From an optimization exercise on the open Yosys and OpenROAD flow, aimed at small area; shortcuts taken in it are not production practice.
Where RTL was checked, it was by simulation tests only, not by an equivalence proof against the original.
The RTL of run 3 was laid out without a check of its function.
The clock port is modelled as an ideal driver; clocking choices that lean on that would not hold on a real chip.
Power figures rest on the tool's default switching activity, not on a simulated workload.

==> flow/design.v, too long to show whole: its modules and the start of the top module <==
// module uart_logger: 43 lines
// module i2c_sensors: 110 lines
// module ads_dec: 272 lines
// module bh_dec: 1037 lines
// module lcd_rom: 83 lines
// module lcd_display: 98 lines
// module top_multi_sensor_lcd_uart: 76 lines
module top_multi_sensor_lcd_uart (
    input  wire        clk,
    input  wire        reset,        
    output wire        I2C_SCLK,
    input  wire        i2c_sda_in,
    output wire        i2c_sda_out,
    output wire        i2c_sda_oe,
    output wire        rs,
    output wire        rw,
    output wire        enable,
    output wire [7:0]  data,
    output wire        uart_tx_pin
);
  // ...
==> flow/flow/run.sh <==
#!/bin/bash
# Own flow: the standard synthesis; then the combinational logic between
# the registers is mapped again by ABC with area-oriented scripts (every
# register instance keeps its name and cell type) and the smallest result is
# kept; then the standard layout steps from the synthesized netlist on,
# with the smallest buffer cell on the ports, a clock tree without dummy loads
# and clock leaf buffers downsized where the clock slew allows.
set -euo pipefail
W=$PWD
R=$W/orfs/results/$FLOW_PLATFORM/top_multi_sensor_lcd_uart/base
LIB=$FLOW_HOME/platforms/$FLOW_PLATFORM/lib/sky130_fd_sc_hd__tt_025C_1v80.lib
YOSYS=$FLOW_HOME/../tools/install/yosys/bin/yosys
[ -x "$YOSYS" ] || YOSYS=yosys

bash standard.sh synth > log_synth_standard.txt 2>&1
cp "$R/1_2_yosys.v" netlist_standard.v

python3 flow/split_lib.py "$LIB" lib_seq.lib lib_comb.lib > log_split_lib.txt 2>&1

resynth() {
  local v=$1
  cat > resynth_$v.ys <<YS
read_liberty -lib lib_seq.lib
read_liberty -ignore_miss_func lib_comb.lib
read_verilog netlist_standard.v
hierarchy -top $FLOW_TOP
flatten
opt -purge
abc -liberty $LIB -script $W/flow/abc_$v.script -dont_use sky130_fd_sc_hd__lpflow_* -dont_use sky130_fd_sc_hd__probe*
opt_clean -purge
splitnets
opt_clean -purge
hilomap -singleton -hicell sky130_fd_sc_hd__conb_1 HI -locell sky130_fd_sc_hd__conb_1 LO
insbuf -buf sky130_fd_sc_hd__buf_4 A X
opt_clean -purge
tee -o resynth_stat_$v.txt stat -liberty $LIB
write_verilog -noattr -noexpr -nohex -nodec netlist_resynth_$v.v
YS
  "$YOSYS" -q resynth_$v.ys > log_resynth_$v.txt 2>&1 || true
}

VARIANTS="base s1 s2 s3 s4 s5 s6 s7 s8 s9 s10 s11 s12"
for v in base s1 s2 s3 s4; do resynth $v & done; wait
for v in s5 s6 s7 s8; do resynth $v & done; wait
for v in s9 s10 s11 s12; do resynth $v & done; wait

best=""; best_area=""
for v in $VARIANTS; do
  [ -s netlist_resynth_$v.v ] || continue
  a=$(awk '/Chip area for module/ {print $NF}' resynth_stat_$v.txt 2>/dev/null || true)
  [ -n "$a" ] || continue
  if [ -z "$best" ] || awk -v x="$a" -v y="$best_area" 'BEGIN{exit !(x<y)}'; then best=$v; best_area=$a; fi
done
echo "resynthesis variant $best, area $best_area" > log_resynth_choice.txt
[ -n "$best" ]

cp netlist_resynth_$best.v "$R/1_2_yosys.v"
rm -f "$R/1_synth.odb" "$R/1_synth.sdc"
export BUFFER_PORTS_ARGS="-buffer_cell sky130_fd_sc_hd__buf_1"
export CTS_ARGS="-sink_clustering_enable -repair_clock_nets -sink_clustering_size 20 -sink_clustering_max_diameter 60 -buf_list {sky130_fd_sc_hd__clkbuf_4 sky130_fd_sc_hd__clkbuf_8} -dont_use_dummy_load"
export POST_CTS_TCL=$W/flow/downsize.tcl
bash standard.sh finish > log_finish.txt 2>&1
==> flow/flow/abc_base.script <==
strash
dch
balance
rewrite
refactor
balance
rewrite
rewrite -z
balance
refactor -z
rewrite -z
balance
dch
amap
==> flow/flow/abc_s1.script <==
strash
&get -n
&deepsyn -T 75 -S 1
&put
dch
amap
==> flow/flow/abc_s10.script <==
strash
&get -n
&deepsyn -T 75 -S 10
&put
dch
amap
==> flow/flow/abc_s11.script <==
strash
&get -n
&deepsyn -T 75 -S 11
&put
dch
amap
==> flow/flow/abc_s12.script <==
strash
&get -n
&deepsyn -T 75 -S 12
&put
dch
amap
==> flow/flow/abc_s2.script <==
strash
&get -n
&deepsyn -T 75 -S 2
&put
dch
amap
==> flow/flow/abc_s3.script <==
strash
&get -n
&deepsyn -T 75 -S 3
&put
dch
amap
==> flow/flow/abc_s4.script <==
strash
&get -n
&deepsyn -T 75 -S 4
&put
dch
amap
==> flow/flow/abc_s5.script <==
strash
&get -n
&deepsyn -T 75 -S 5
&put
dch
amap
==> flow/flow/abc_s6.script <==
strash
&get -n
&deepsyn -T 75 -S 6
&put
dch
amap
==> flow/flow/abc_s7.script <==
strash
&get -n
&deepsyn -T 75 -S 7
&put
dch
amap
==> flow/flow/abc_s8.script <==
strash
&get -n
&deepsyn -T 75 -S 8
&put
dch
amap
==> flow/flow/abc_s9.script <==
strash
&get -n
&deepsyn -T 75 -S 9
&put
dch
amap
==> flow/flow/downsize.tcl <==
proc clk_pins_worst_slew { inst } {
  set w 0
  set onet [get_nets -of_objects [get_pins [get_full_name $inst]/X]]
  foreach p [get_pins -of_objects $onet -filter "direction == input"] {
    set s [get_property $p slew_max]
    if {$s > $w} { set w $s }
  }
  return $w
}
proc downsize_clock_leaves { from to limit } {
  estimate_parasitics -placement
  set n 0
  foreach inst [get_cells *] {
    if {[get_property $inst ref_name] != $from} continue
    set before [clk_pins_worst_slew $inst]
    replace_cell $inst $to
    estimate_parasitics -placement
    set after [clk_pins_worst_slew $inst]
    # the buffer feeding this one must stay fine too
    if {$after > $limit} {
      replace_cell $inst $from
      estimate_parasitics -placement
    } else {
      incr n
    }
  }
  puts "downsize_clock_leaves: $n buffers $from -> $to"
}

downsize_clock_leaves sky130_fd_sc_hd__clkbuf_8 sky130_fd_sc_hd__clkbuf_4 0.115
==> flow/flow/split_lib.py <==
#!/usr/bin/env python3
"""Split a Liberty file into its sequential cells and its combinational cells."""
import re, sys
lib = open(sys.argv[1]).read()
idx = [m.start() for m in re.finditer(r'\n\s*cell\s*\(', lib)]
head = lib[:idx[0]]
cells = [lib[s:(idx[i + 1] if i + 1 < len(idx) else len(lib))] for i, s in enumerate(idx)]
last = cells[-1]
cells[-1] = last[:last.rstrip().rfind('}')]
seq = [c for c in cells if re.search(r'\n\s*(ff|latch|statetable)\s*\(', c)]
comb = [c for c in cells if not re.search(r'\n\s*(ff|latch|statetable)\s*\(', c)]
open(sys.argv[2], 'w').write(head + ''.join(seq) + '\n}\n')
open(sys.argv[3], 'w').write(head + ''.join(comb) + '\n}\n')
print(len(seq), 'sequential,', len(comb), 'combinational cells')
==> flow/standard.sh <==
#!/bin/bash
# synth_recipe.tcl (not shown) runs the flow's synth.tcl, then flattens the netlist and writes it again
# the make line also repeats each setting of config.mk as NAME=value (left out here)
make -C /OpenROAD-flow-scripts/flow DESIGN_CONFIG=/design/flow/config.mk WORK_HOME=/design/flow/orfs CLKGATE_MAP_FILE= SYNTH_SCRIPT=/design/flow/synth_recipe.tcl "${@:-finish}"
==> flow/config.mk <==
export PLATFORM = sky130hd
export DESIGN_NAME = top_multi_sensor_lcd_uart
export DESIGN_NICKNAME = top_multi_sensor_lcd_uart
export VERILOG_FILES = /design/flow/design.v
export SDC_FILE = /design/flow/constraint.sdc
export NUM_CORES = 4
export LEC_CHECK = 0
export CAP_MARGIN = 20
export CORE_MARGIN = 2
export CORE_UTILIZATION = 40
export CTS_BUF_LIST = sky130_fd_sc_hd__clkbuf_4 sky130_fd_sc_hd__clkbuf_8
export CTS_CLUSTER_DIAMETER = 60
export CTS_CLUSTER_SIZE = 20
export HOLD_SLACK_MARGIN = 0
export SLEW_MARGIN = 20
==> flow/constraint.sdc <==
create_clock -name core_clock -period 20.0 [get_ports {clk}]
set_input_delay 4.0000 -clock core_clock [delete_from_list [all_inputs] [get_ports {clk}]]
set_output_delay 4.0000 -clock core_clock [all_outputs]
set_load 0.01 [all_outputs]
==> flow_summary.yaml, run 1 <==
outcome:
  outcome: "finished clean"
layout:
  register_area_um2: 4760
  inverters: 140
  buf_share_pct: 1.42
  clkbuf_count: 17
  fillers: 2036
  numSequentialCells: 182
  post_layout_nonfiller_instances: 1254
synthesis:
  syn_area_per_cell_um2: 9.15
  netlist_instances: 938
min_path:
  hp-start: "tmr[11]$_DFF_PN1_"
  worstHoldEndpoint: "tmr[12]$_DFF_PN1_"
timing:
  period_share_pct: 36.0
  finClkSkew_ps: 39.4
  hold_ws_ps: 367
  layout_min_cycle_time_ps: 7200
  setup_ws_ps: 12800
worst_setup_path:
  crit_top_cell: "nor2_1"
  slowest_stage: "nor2_1"
  path_max_fanout: 11
  path_class: "reg2out"
  crit_end: "data[5]"
  r2r_slack_ps: 16340
  crit_path_end_kind: "primary output"
  arrival_ps: 3200
  cp.depth: 10
grt:
  grt_pass1_vias: 6630
  grt_most_used_layer: "met2"
route:
  ant_nets: 0
  drt-met1-wl_um: 10200
floorplan:
  die_h_um: 150
  nWellTaps: 275
power:
  p_clk_mw: 0.174
  p_per_area_nw_per_um2: 60.7
  p_sw_share_pct: 20.5
  seq_cell_power_mw: 0.383
placed_design:
  dpl.cell_count: 1237
==> inputs of run 2 (changes only) <==
--- a/flow/flow/downsize.tcl
+++ b/flow/flow/downsize.tcl
@@ -28,3 +28,3 @@
 }
 
-downsize_clock_leaves sky130_fd_sc_hd__clkbuf_8 sky130_fd_sc_hd__clkbuf_4 0.115
+downsize_clock_leaves sky130_fd_sc_hd__clkbuf_8 sky130_fd_sc_hd__clkbuf_4 0.122
==> run 2 against run 1 <==
Net effect: still clean on timing, DRC and antenna; clock skew down 5.9 ps; wire length decreased by 0.28%; synthesized area unchanged; sequential share of layout area is 0.070 points higher; via count is 0.18% lower; critical path type unchanged; largest cell class unchanged.
==> flow_summary.yaml, run 2 <==
outcome:
  outcome: "finished clean"
timing:
  slew_viol_final: 0
  finClkSkew_ps: 33.5
  fmax_ghz: 0.139
  period_share_pct: 35.9
  setup_viol: 0
  layout_min_cycle_time_ps: 7190
  worst_pin_slew_ps: 804
  hold_viol_final: 0
  setup-tns-final_ps: 0
  relSlewSlack_pct: 46.4
  grt_setup_unrepaired: "false"
floorplan:
  core_area_um2: 21000
  dieWidth_um: 150
  initial_core_util_pct: 40.8
  pin_count: 18
  rows: 53
  die_area_um2: 22600
  die_h_um: 150
worst_setup_path:
  r2r_slack_ps: 16320
  crit_top_cell: "nor2_1"
  slowest_stage: "nor2_1"
  crit_buf_inv: 3
  startpoint_type: "flip-flop"
  path_max_fanout: 11
  ff2ff_path_depth: 18
  crit_path_end_kind: "primary output"
  path_class: "reg2out"
  cp.depth: 10
  path_delay_family: "simple AND/OR/NAND/NOR gates"
  arrival_ps: 3190
  cp_cell_sequence: "clkinv_1 > nor2_1 > clkinv_1 > o21ai_0 > o21ai_0 > and2_0 > nor2_1 > nor2_1 > a211oi_1 > buf_1"
  worstPathRequired_ps: 16000
  crit_path_max_incr_delay_ps: 630
placed_design:
  dpl.cell_count: 1237
  hpwl_um: 15900
  place.gp.congestion: 0.957
  numPortBuffers: 16
clock_network:
  cts_tree: "built"
  clkLatencyLatePin_ps: 440
  cts_sinks: 182
  clkSlewWorstSetupHoldPaths_ps: 110
power:
  vdd_drop_max_v: 0.0000324
  p_leak_nw: 3.24
  p_per_area_nw_per_um2: 60.2
layout:
  drive_gt1_share_pct: 4.19
  post_layout_nonfiller_instances: 1254
  layout_common_cells: "169 x nor2_1, 140 x clkinv_1, 79 x dfrtp_1"
  diodes: 0
  biggestRegsByFlops: "u_lcd.bcd2: 19 flops, u_lcd.dd: 19 flops"
  area_growth_pct: 7.72
  layout_commonest_cell: "nor2_1"
  fin_nets: 984
min_path:
  hold_depth: 0
  hp-class: "reg2reg"
route:
  finalWirelength_um: 21000
  drtIter0Drc: 564
  dr.pass1.iters: 5
  avgRoutedWirePerCell_um: 16.8
  ant_nets: 0
  viasPerCell: 5.67
  drc: 0
  vias: 7105
synthesis:
  syn_area_per_cell_um2: 9.15
  yosysWarningCount: 7
  syn_nets: 941
  netlist_instances: 938
  synth_area_um2: 8580
grt:
  grt_max_degree: 62
  grt_pass1_wl_um: 34900
  grt_pass1_vias: 6630
  grt_usage_pct: 19.6
  grt_overflow_total: 0
  antenna_found_initial: 0
job:
  max_cap_viol_count: 0
[run 2: cell count changes in the layout (fill, tap and decap cells not counted)]
cell and delta:
clkbuf_4 +2, clkbuf_8 -2
[run 2: worst paths after layout]
| path | endpoint | startpoint |
|---|---|---|
| hold / removal | tmr[7]$_DFF_PN1_ | tmr[6]$_DFF_PN1_ |
| setup reg to reg | u_i2c.sbuf[9]$_DFFE_PP_ | div50[1]$_DFF_PN0_ |
| max in group asynchronous | u_lcd.lcd_pos[2]$_DFFE_PN0P_ | reset |
| setup / recovery | data[5] | u_lcd.lcd_pos[0]$_DFFE_PN0P_ |
| hold reg to reg | tmr[7]$_DFF_PN1_ | tmr[6]$_DFF_PN1_ |
| min in group asynchronous | u_uart.u_cnt[5]$_DFFE_PN0P_ | reset |
[run 2: layer usage]
| layer | track usage, % | vias to the layer above | wire (µm) |
|---|---|---|---|
| li1 | - | 3480 | - |
| met1 | 28.5 | 3369 | 10100 |
| met2 | 30.1 | 230 | 9530 |
| met3 | 3.67 | 26 | 1080 |
| met4 | 5.57 | 0 | 295 |
| met5 | 0 | - | 0 |
[run 2: worst reg2reg max path: stages, from the launching register on]
cell	delay, ps
dfrtp_1	410
clkinv_1	160
nor2_1	310
clkinv_1	190
o21ai_0	170
a2111oi_0	80
o22ai_1	180
a21oi_1	130
nor2_1	150
a21oi_1	100
nor2_1	330
o21ai_0	180
nor2b_1	210
nand2_1	120
o21ai_0	260
nor2_1	90
clkinv_1	60
o21ai_0	90
o22a_1	200
[run 2: where the power goes]
group          switching [mW]  internal, mW
Sequential                  0         0.383
Clock                   0.111        0.0588
Combinational         0.00380      0.000373
Total                   0.114         0.442
[run 2: area by class of cell]
class	count	area [µm²]
Sequential cell	182	4760
Tap cell	275	344
Clock buffer	17	184
Inverter	140	526
Fill cell	2037	11800
Multi-Input combinational cell	615	3290
Timing Repair Buffer	25	131
[run 2: per-stage QoR]
stage	hold WS (ps)	instance area (µm²)	power [mW]	setup WS, ps	util [%]
3_3_place_gp	357	9060	0.395	13480	43.1
6_report	362	9240	0.557	12810	44.0
3_5_place_dp	359	9060	0.395	13340	43.1
2_1_floorplan	346	8580	0.391	13680	-
5_1_grt	375	9240	0.579	12580	44.0
==> module top_multi_sensor_lcd_uart, before the edit <==
module top_multi_sensor_lcd_uart (
    input  wire        clk,
    input  wire        reset,        
    output wire        I2C_SCLK,
    input  wire        i2c_sda_in,
    output wire        i2c_sda_out,
    output wire        i2c_sda_oe,
    output wire        rs,
    output wire        rw,
    output wire        enable,
    output wire [7:0]  data,
    output wire        uart_tx_pin
);
reg [15:0] tmr;
reg        active_sensor;            
wire       tmr_end = ({tmr[15], tmr[12:0]} == 14'h3FE3);
wire       tmr_fb  = ~(tmr[15] ^ tmr[14] ^ tmr[12] ^ tmr[3]) ^ tmr_end;
always @(posedge clk or negedge reset) begin
    if (!reset) begin
        tmr           <= 16'h7FC6;
        active_sensor <= 1'b0;
    end else begin
        tmr           <= {tmr[14:0], tmr_fb};
        if (tmr_end) active_sensor <= ~active_sensor;
    end
end
reg lcd_run;
always @(posedge clk or negedge reset) begin
    if (!reset) lcd_run <= 1'b0;
    else if (tmr[13] & tmr[12] & tmr[10] & tmr[5] & ~tmr[9] & ~tmr[2] & ~tmr[1] & ~tmr[0])
        lcd_run <= 1'b1;
end
reg [5:0] div50;
wire i2c_step = div50[5] & div50[4] & div50[1];      
always @(posedge clk or negedge reset) begin
    if (!reset)        div50 <= 6'd0;
    else if (i2c_step) div50 <= 6'd1;
    else               div50 <= div50 + 6'd1;
end
wire        ads_valid, lux_valid, lux_load;
wire [6:0]  humidity;
wire [15:0] rx;
wire [15:0] sbuf;
wire        sbuf_load;
reg  [15:0] latched_lux;
reg  [6:0]  latched_hum;
i2c_sensors u_i2c (
    .clk(clk), .reset(reset), .active_sensor(active_sensor),
    .div50(div50), .i2c_step(i2c_step),
    .sda_in(i2c_sda_in), .sclk(I2C_SCLK), .sda_out(i2c_sda_out), .sda_oe(i2c_sda_oe),
    .ads_valid(ads_valid), .humidity(humidity),
    .lux_valid(lux_valid), .lux_load(lux_load), .rx(rx),
    .latched_lux(latched_lux), .sbuf_load(sbuf_load), .sbuf(sbuf)
);
always @(posedge clk or negedge reset) begin
    if (!reset) begin
        latched_lux <= 16'd0;
        latched_hum <= 7'd0;
    end else begin
        if (ads_valid) latched_hum <= humidity;
        if (lux_load)  latched_lux <= rx;
    end
end
uart_logger u_uart (
    .clk(clk), .reset(reset),
    .lux_valid(lux_valid), .sbuf(sbuf), .sbuf_load(sbuf_load),
    .ads_valid(ads_valid), .latched_hum(latched_hum),
    .tx(uart_tx_pin)
);
lcd_display u_lcd (
    .clk(clk), .reset(reset), .lcd_run(lcd_run),
    .number1(latched_hum), .number2(latched_lux),
    .rs(rs), .enable(enable), .data(data)
);
assign rw = 1'b0;
endmodule
==> inputs of run 3 (changes only) <==
--- a/flow/design.v
+++ b/flow/design.v
@@ -1696,13 +1696,18 @@
     .latched_lux(latched_lux), .sbuf_load(sbuf_load), .sbuf(sbuf)
 );
+reg lux_seen, hum_seen;
 always @(posedge clk or negedge reset) begin
     if (!reset) begin
-        latched_lux <= 16'd0;
-        latched_hum <= 7'd0;
+        lux_seen <= 1'b0;
+        hum_seen <= 1'b0;
     end else begin
-        if (ads_valid) latched_hum <= humidity;
-        if (lux_load)  latched_lux <= rx;
+        if (lux_load)  lux_seen <= 1'b1;
+        if (ads_valid) hum_seen <= 1'b1;
     end
 end
+always @(posedge clk) begin
+    if (ads_valid) latched_hum <= humidity;
+    if (lux_load)  latched_lux <= rx;
+end
 uart_logger u_uart (
     .clk(clk), .reset(reset),
@@ -1713,5 +1718,5 @@
 lcd_display u_lcd (
     .clk(clk), .reset(reset), .lcd_run(lcd_run),
-    .number1(latched_hum), .number2(latched_lux),
+    .number1(hum_seen ? latched_hum : 7'd0), .number2(lux_seen ? latched_lux : 16'd0),
     .rs(rs), .enable(enable), .data(data)
 );
--- a/flow/flow/downsize.tcl
+++ b/flow/flow/downsize.tcl
@@ -28,3 +28,3 @@
 }
 
-downsize_clock_leaves sky130_fd_sc_hd__clkbuf_8 sky130_fd_sc_hd__clkbuf_4 0.122
+downsize_clock_leaves sky130_fd_sc_hd__clkbuf_8 sky130_fd_sc_hd__clkbuf_4 0.115
==> run 3 against run 2 <==
Net effect: non-clock buffer count rose by 1; clock-buffer cell count unchanged; total power increased by 3.0%; largest cell class unchanged; synthesized cell count shrank 2.3%; synthesized area up 0.70%.
==> flow_summary.yaml, run 3 <==
grt:
  grt_overflow_total: 0
  antenna_found_initial: 0
  grt_max_degree: 71
  grt_pass1_vias: 6553
  grt_pass1_wl_um: 34300
  grt_usage_pct: 19.4
min_path:
  hold_depth: 0
  hp-start: "tmr[11]$_DFF_PN1_"
  hp-class: "reg2reg"
  worstHoldEndpoint: "tmr[12]$_DFF_PN1_"
route:
  dr.pass1.iters: 7
  drtIter0Drc: 495
  avgRoutedWirePerCell_um: 16.9
  vias: 6954
  ant_nets: 0
  viasPerCell: 5.64
  finalWirelength_um: 20900
  drc: 0
timing:
  setup_viol: 0
  period_share_pct: 34.7
  slew_viol_final: 0
  worst_pin_slew_ps: 930
  hold_ws_ps: 346
  relSlewSlack_pct: 38.0
  layout_min_cycle_time_ps: 6940
  hold_viol_final: 0
  fmax_ghz: 0.144
  finClkSkew_ps: 45.0
  setup-tns-final_ps: 0
  grt_setup_unrepaired: "false"
  setup_ws_ps: 13060
worst_setup_path:
  startpoint_type: "flip-flop"
  timing.rr.start: "div50[1]$_DFF_PN0_"
  reg2reg_to: "u_i2c.bh_c[2]$_DFFE_PN0P_"
  path_class: "reg2out"
  crit_path_max_incr_delay_ps: 540
  worstPathRequired_ps: 16000
  r2r_slack_ps: 15960
  ff2ff_path_depth: 15
  crit_buf_inv: 4
  crit_path_end_kind: "primary output"
  path_delay_family: "simple AND/OR/NAND/NOR gates"
  path_max_fanout: 11
  cp_cell_sequence: "clkinv_1 > nor2_1 > clkinv_1 > nor2_1 > nand2_1 > clkinv_1 > nor2_1 > o21ai_0 > a311oi_1 > nor3_1 > buf_1"
  slowest_stage: "dfrtp_1"
  arrival_ps: 2940
floorplan:
  pin_count: 18
  core_area_um2: 21100
  dieWidth_um: 151
  rows: 53
  die_area_um2: 22800
  initial_core_util_pct: 41.0
  die_h_um: 151
placed_design:
  dpl-instance-area_um2: 9120
  numPortBuffers: 16
  dpl.cell_count: 1216
  hpwl_um: 15600
  place.gp.congestion: 0.952
  place_ws_ps: 13580
clock_network:
  cts_sinks: 184
  clkLatencyLatePin_ps: 470
  clkSlewWorstSetupHoldPaths_ps: 110
  cts_tree: "built"
layout:
  final_util_pct: 44.2
  design_area_um2: 9320
  biggestRegsByFlops: "u_lcd.bcd2: 19 flops, u_lcd.dd: 19 flops"
  layout_common_cells: "178 x nor2_1, 121 x clkinv_1, 88 x edfxtp_1"
  fin_nets: 963
  layout_commonest_cell: "nor2_1"
  drive_gt1_share_pct: 4.28
  area_growth_pct: 7.91
  post_layout_nonfiller_instances: 1233
  register_area_um2: 4930
  multi_input_area_um2: 3250
  fillers: 2037
  diodes: 0
power:
  p_leak_nw: 3.12
  power_mw: 0.573
  p_per_area_nw_per_um2: 61.5
  vdd_drop_max_v: 0.0000399
job:
  max_cap_viol_count: 0
synthesis:
  netlist_instances: 916
  yosysWarningCount: 7
  syn_nets: 919
  syn_area_per_cell_um2: 9.43
  synth_area_um2: 8640
outcome:
  outcome: "finished clean"
## run 3: how the worst max path moves through the flow
stage / startpoint / end / slack [ps] / cells past startpoint
2_1_floorplan: u_i2c.i2c_pos[0]$_DFFE_PN0P_ / I2C_SCLK / 14020 / 10
3_3_place_gp: u_i2c.i2c_pos[0]$_DFFE_PN0P_ / I2C_SCLK / 13660 / 11
3_5_place_dp: u_i2c.i2c_pos[0]$_DFFE_PN0P_ / I2C_SCLK / 13580 / 11
5_1_grt: u_i2c.i2c_pos[0]$_DFFE_PN0P_ / I2C_SCLK / 12630 / 11
6_report: u_i2c.i2c_pos[0]$_DFFE_PN0P_ / I2C_SCLK / 13060 / 11
## run 3: worst reg2reg max path: stages, from the launching register on
cell	delay, ps
dfrtp_1	440
clkinv_1	230
nor3_1	230
buf_4	190
clkinv_1	340
or3_1	490
nor3_1	390
clkinv_1	200
nor3_1	300
nand2_1	90
a32o_1	250
o21ai_0	110
nor3_1	100
nor4_1	340
nor2_1	100
a21oi_1	170
## run 3: final cells by class
cell class | count | area share (%)
Clock buffer | 17 | 2.17
Timing Repair Buffer | 26 | 1.49
Sequential cell | 184 | 52.9
Multi-Input combinational cell | 610 | 34.9
Inverter | 121 | 4.87
Tap cell | 275 | 3.69
## run 3: report_power, final
group / internal [mW] / total [mW] / switching [mW] / leakage [nW]
clock: 0.0650 / 0.177 / 0.112 / 0.109
sequential: 0.393 / 0.393 / 0 / 1.85
combinational: 0.000357 / 0.00340 / 0.00304 / 1.17
## run 3: layer usage
metal	GRT usage (%)	part of all wire, %	vias up
met2	30.5	45	241
met3	3.34	5.2	41
li1	-	-	3408
met5	0	0	-
met4	6.68	2.3	0
met1	27.2	47	3264

## re-timing with driven ports
How much do the figures lean on ideal ports? The routed layouts below were timed once more, with nothing changed but the port constraints.
Step 1, drivers: a clkbuf_16 drives clk and a buf_2 each remaining input, both assumed.
Step 2, shift: input delay + t, output delay - t, t = (earliest + latest rising clock arrival at the registers) / 2. This alone moves slack from input paths to output paths.
Three values: no drivers, after step 1, after step 2; two values: the first two.
run | shift t [ns] | setup slack, ns | worst setup path at the end | worst register clock-pin slew, ns
run 1 | 0.475 | 12.799 / 12.758 / 13.233 | register to output | 0.11 / 0.11
run 2 | 0.467 | 12.811 / 12.771 / 13.237 | register to output | 0.11 / 0.11
run 3 | 0.491 | 13.064 / 13.023 / 13.514 | register to output | 0.12 / 0.12
After both steps every run listed still meets setup and hold.
